What follows belongs to an exercise in optimizing a design on an open flow for small area and a short achievable clock period; a production flow would make more cautious choices. At most, simulation tests tie the RTL to the original design; equivalence was not proved. No activity file was given, so power comes from the tool's default toggle rates.

Setup of run 1:
Design datapathB_behavioral, start of the top module:
module datapathB_behavioral
  #(parameter WLx = 8, parameter WLc = 8)
  ( input signed [WLx-1:0] x,
    input signed [WLc-1:0] a, b, c,
    input CLK,
    output signed [(WLx+WLc+WLc)+1:0] outR
  );
  reg [7:0] x1, c1, c2; reg [8:0] w1;
  reg [11:0] ex2;
  reg [15:0] yA1, yB1, y2;
  reg [5:0] zlo3; reg [16:0] zA3, zB3; reg cyk3, clo3; reg [2:0] wh3; reg [22:0] z4;
  wire [11:0] ex0 = {x[7], ((x[7] & ~x[6] & ~x[5]) | (~x[7] & x[6] & x[5])), (x[6] ^ x[5]), x[5], ((x[5] & ~x[4] & ~x[3]) | (~x[5] & x[4] & x[3])), (x[4] ^ x[3]), x[3], ((x[3] & ~x[2] & ~x[1]) | (~x[3] & x[2] & x[1])), (x[2] ^ x[1]), x[1], (x[1] & ~x[0]), x[0]};
  wire [11:0] ex1 = {x1[7], ((x1[7] & ~x1[6] & ~x1[5]) | (~x1[7] & x1[6] & x1[5])), (x1[6] ^ x1[5]), x1[5], ((x1[5] & ~x1[4] & ~x1[3]) | (~x1[5] & x1[4] & x1[3])), (x1[4] ^ x1[3]), x1[3], ((x1[3] & ~x1[2] & ~x1[1]) | (~x1[3] & x1[2] & x1[1])), (x1[2] ^ x1[1]), x1[1], (x1[1] & ~x1[0]), x1[0]};
  wire n_1;
  wire n_2;
  wire n_3;
  wire n_4;
  wire n_5;
  wire n_6;
  wire n_7;
  wire n_8;
  wire n_9;
  wire n_10;
  wire n_11;
  wire n_12;
  wire n_13;
  wire n_14;
  wire n_15;
  wire n_16;
  wire n_17;
  wire n_18;
  wire n_19;
  wire n_20;
  wire n_21;
  wire n_22;
  wire n_23;
  wire n_24;
  wire n_25;
  wire n_26;
  wire n_27;
  wire n_28;
  wire n_29;
  wire n_30;
  wire n_31;
  wire n_32;
  wire n_33;
  wire n_34;
  wire n_35;
  wire n_36;
  wire n_37;
  wire n_38;
  wire n_39;
  wire n_40;
  wire n_41;
  wire n_42;
  wire n_43;
  wire n_44;
  wire n_45;
  wire n_46;
  wire n_47;
  wire n_48;
  wire n_49;
  wire n_50;
  wire n_51;
  wire n_52;
  wire n_53;
  wire n_54;
  wire n_55;
  wire n_56;
  wire n_57;
  wire n_58;
  wire n_59;
  wire n_60;
  wire n_61;
  wire n_62;
  wire n_63;
  wire n_64;
  wire n_65;
  wire n_66;
  ...
Size in the first run: roughly 1000 cells after synthesis, about 160 flip-flops, ~9400 um2 of cells after synthesis.
==> flow/config.mk <==
export PLATFORM = sky130hd
export DESIGN_NAME = datapathB_behavioral
export DESIGN_NICKNAME = datapathB_behavioral
export VERILOG_FILES = /design/flow/design.v
export SDC_FILE = /design/flow/constraint.sdc
export NUM_CORES = 4
export LEC_CHECK = 0
export CAP_MARGIN = 20
export CORE_MARGIN = 2
export CORE_UTILIZATION = 40
export CTS_BUF_LIST = sky130_fd_sc_hd__clkbuf_8
export CTS_CLUSTER_SIZE = 40
export SETUP_SLACK_MARGIN = 3.3
export SLEW_MARGIN = 20
==> flow/constraint.sdc <==
create_clock -name core_clock -period 6.0 [get_ports {CLK}]
set_input_delay 1.2000 -clock core_clock [delete_from_list [all_inputs] [get_ports {CLK}]]
set_output_delay 1.2000 -clock core_clock [all_outputs]
set_load 0.01 [all_outputs]
standard.sh (not shown) runs the stock make flow with config.mk's settings and CLKGATE_MAP_FILE= SYNTH_SCRIPT=/design/flow/synth_recipe.tcl, a recipe that flattens the netlist after the stock synthesis.
==> flow/flow/run.sh <==
#!/bin/bash
# Standard ORFS layout (standard.sh), except that every port gets a buf_2 as its port
# buffer instead of the delay buffer that buffer_ports picks by default.
set -euo pipefail
export BUFFER_PORTS_ARGS="-buffer_cell sky130_fd_sc_hd__buf_2"
bash standard.sh > standard_flow.log 2>&1
Setup changes, run 1 to run 2
diff --git a/flow/design.v b/flow/design.v
--- a/flow/design.v
+++ b/flow/design.v
@@ -1,22 +1,22 @@
 module datapathB_behavioral
   #(parameter WLx = 8, parameter WLc = 8)
   ( input signed [WLx-1:0] x,
     input signed [WLc-1:0] a, b, c,
     input CLK,
     output signed [(WLx+WLc+WLc)+1:0] outR
   );
   reg [7:0] x1, c1, c2; reg [8:0] w1;
   reg [11:0] ex2;
   reg [15:0] yA1, yB1, y2;
-  reg [5:0] zlo3; reg [16:0] zA3, zB3; reg cyk3, clo3; reg [2:0] wh3; reg [22:0] z4;
+  reg [6:0] zlo3; reg [15:0] zA3, zB3; reg cyk3, clo3; reg [1:0] wh3; reg [22:0] z4;
   wire [11:0] ex0 = {x[7], ((x[7] & ~x[6] & ~x[5]) | (~x[7] & x[6] & x[5])), (x[6] ^ x[5]), x[5], ((x[5] & ~x[4] & ~x[3]) | (~x[5] & x[4] & x[3])), (x[4] ^ x[3]), x[3], ((x[3] & ~x[2] & ~x[1]) | (~x[3] & x[2] & x[1])), (x[2] ^ x[1]), x[1], (x[1] & ~x[0]), x[0]};
   wire [11:0] ex1 = {x1[7], ((x1[7] & ~x1[6] & ~x1[5]) | (~x1[7] & x1[6] & x1[5])), (x1[6] ^ x1[5]), x1[5], ((x1[5] & ~x1[4] & ~x1[3]) | (~x1[5] & x1[4] & x1[3])), (x1[4] ^ x1[3]), x1[3], ((x1[3] & ~x1[2] & ~x1[1]) | (~x1[3] & x1[2] & x1[1])), (x1[2] ^ x1[1]), x1[1], (x1[1] & ~x1[0]), x1[0]};
   wire n_1;
   wire n_2;
   wire n_3;
   wire n_4;
   wire n_5;
   wire n_6;
   wire n_7;
   wire n_8;
   wire n_9;
@@ -396,28 +396,28 @@
   assign n_191 = n_115 ^ n_130;
   assign n_192 = n_115 & n_130;
   wire [15:0] yA = {1'b0, n_36, n_35, n_63, n_61, n_59, n_57, n_55, n_53, n_51, n_49, n_19, n_4, n_3, n_2, n_1};
   wire [15:0] yB = {1'b0, 1'b0, n_64, n_62, n_60, n_58, n_56, n_54, n_52, n_50, n_48, n_47, n_11, n_10, 1'b0, 1'b0};
   wire [22:0] zA = {n_132, n_131, n_191, n_189, n_187, n_185, n_183, n_181, n_179, n_177, n_175, n_173, n_171, n_169, n_167, n_165, n_163, n_161, n_99, n_68, n_67, n_66, n_65};
   wire [22:0] zB = {1'b0, n_192, n_190, n_188, n_186, n_184, n_182, n_180, n_178, n_176, n_174, n_172, n_170, n_168, n_166, n_164, n_162, n_160, n_159, n_83, n_82, 1'b0, 1'b0};
   wire [8:0] w0 = {b[7], b} + {2'b00, {ex0[11], 1'b0, ex0[8], 1'b0, ex0[5], 1'b0, ex0[2]}};
   wire [8:0] w2 = {c2[7], c2} + {2'b00, {ex2[11], 1'b0, ex2[8], 1'b0, ex2[5], 1'b0, ex2[2]}};
   wire [15:0] W1 = {{7{w1[8]}}, w1} + 16'd43776;
   wire [15:0] s1s = yA1 ^ yB1 ^ W1;
   wire [15:0] s1c = (yA1 & yB1) | (yA1 & W1) | (yB1 & W1);
-  wire [5:0] Wl = w2[5:0];
-  wire [5:0] ls = zA[5:0] ^ zB[5:0] ^ Wl;
-  wire [5:0] lc = (zA[5:0] & zB[5:0]) | (zA[5:0] & Wl) | (zB[5:0] & Wl);
-  wire [6:0] lo = ls + {lc[4:0], 1'b0};
-  wire [22:0] W2f = {{14{wh3[2]}}, wh3, 6'd0} + 23'd2818048;
-  wire [16:0] Wh = W2f[22:6];
-  wire [16:0] hs = zA3 ^ zB3 ^ Wh;
-  wire [16:0] hc = (zA3 & zB3) | (zA3 & Wh) | (zB3 & Wh);
-  wire [17:0] hsum = {hs, 1'b1} + {hc[15:0], cyk3, clo3};
+  wire [6:0] Wl = w2[6:0];
+  wire [6:0] ls = zA[6:0] ^ zB[6:0] ^ Wl;
+  wire [6:0] lc = (zA[6:0] & zB[6:0]) | (zA[6:0] & Wl) | (zB[6:0] & Wl);
+  wire [7:0] lo = ls + {lc[5:0], 1'b0};
+  wire [22:0] W2f = {{14{wh3[1]}}, wh3, 7'd0} + 23'd2818048;
+  wire [15:0] Wh = W2f[22:7];
+  wire [15:0] hs = zA3 ^ zB3 ^ Wh;
+  wire [15:0] hc = (zA3 & zB3) | (zA3 & Wh) | (zB3 & Wh);
+  wire [16:0] hsum = {hs, 1'b1} + {hc[14:0], cyk3, clo3};
   always @(posedge CLK) begin
     x1 <= x; w1 <= w0; c1 <= c; yA1 <= yA; yB1 <= yB;
     ex2 <= ex1; c2 <= c1; y2 <= s1s + {s1c[14:0], 1'b0};
-    zlo3 <= lo[5:0]; clo3 <= lo[6]; cyk3 <= lc[5]; wh3 <= w2[8:6]; zA3 <= zA[22:6]; zB3 <= zB[22:6];
-    z4 <= {hsum[17:1], zlo3};
+    zlo3 <= lo[6:0]; clo3 <= lo[7]; cyk3 <= lc[6]; wh3 <= w2[8:7]; zA3 <= zA[22:7]; zB3 <= zB[22:7];
+    z4 <= {hsum[16:1], zlo3};
   end
   assign outR = {{3{z4[22]}}, z4};
 endmodule
Notes after the runs:
Run 2: sequential share of layout area 0.28 points above run 1
Run 2: final standard cell area without fillers lower than run 1
Sequential power across run 1 and run 2: no real change.
Routed wire length of run 2 falls short of that of run 1 by a few percent.
Compared with run 1, run 2 shows count of state elements after synthesis lower by 1.3%.
The part of the power in the clock network of run 2 exceeds that of run 1 by 1.2 points.
Compared to run 1, run 2 reaches a lower achievable clock.
As far as clock transition at the registers of the reported paths is concerned, run 2 and run 1 perform about the same.
The RTL of run 1 was laid out without a check of its function.

[separate check: timing with driven ports]
How much do the figures lean on ideal ports? The routed layouts below were timed once more, with nothing changed but the port constraints.
Step 1, drivers: a clkbuf_16 drives CLK and a buf_2 each remaining input, both assumed.
Step 2, shift: input delay + t, output delay - t, t = (earliest + latest rising clock arrival at the registers) / 2. This alone moves slack from input paths to output paths.
Slacks: ideal / step 1 / step 2; pairs: ideal / step 1.
run	shift t [ns]	setup WS [ns]	latest minus earliest clock arrival (ns)
run 1	0.494	3.389 / 3.283 / 2.789	0.012 / 0.012
run 2	0.483	3.375 / 3.333 / 2.850	0.012 / 0.012
After both steps every run listed still meets setup and hold. The setup slack of run 1, which loses most, moves by -0.106 ns with the drivers and by -0.600 ns with both steps.
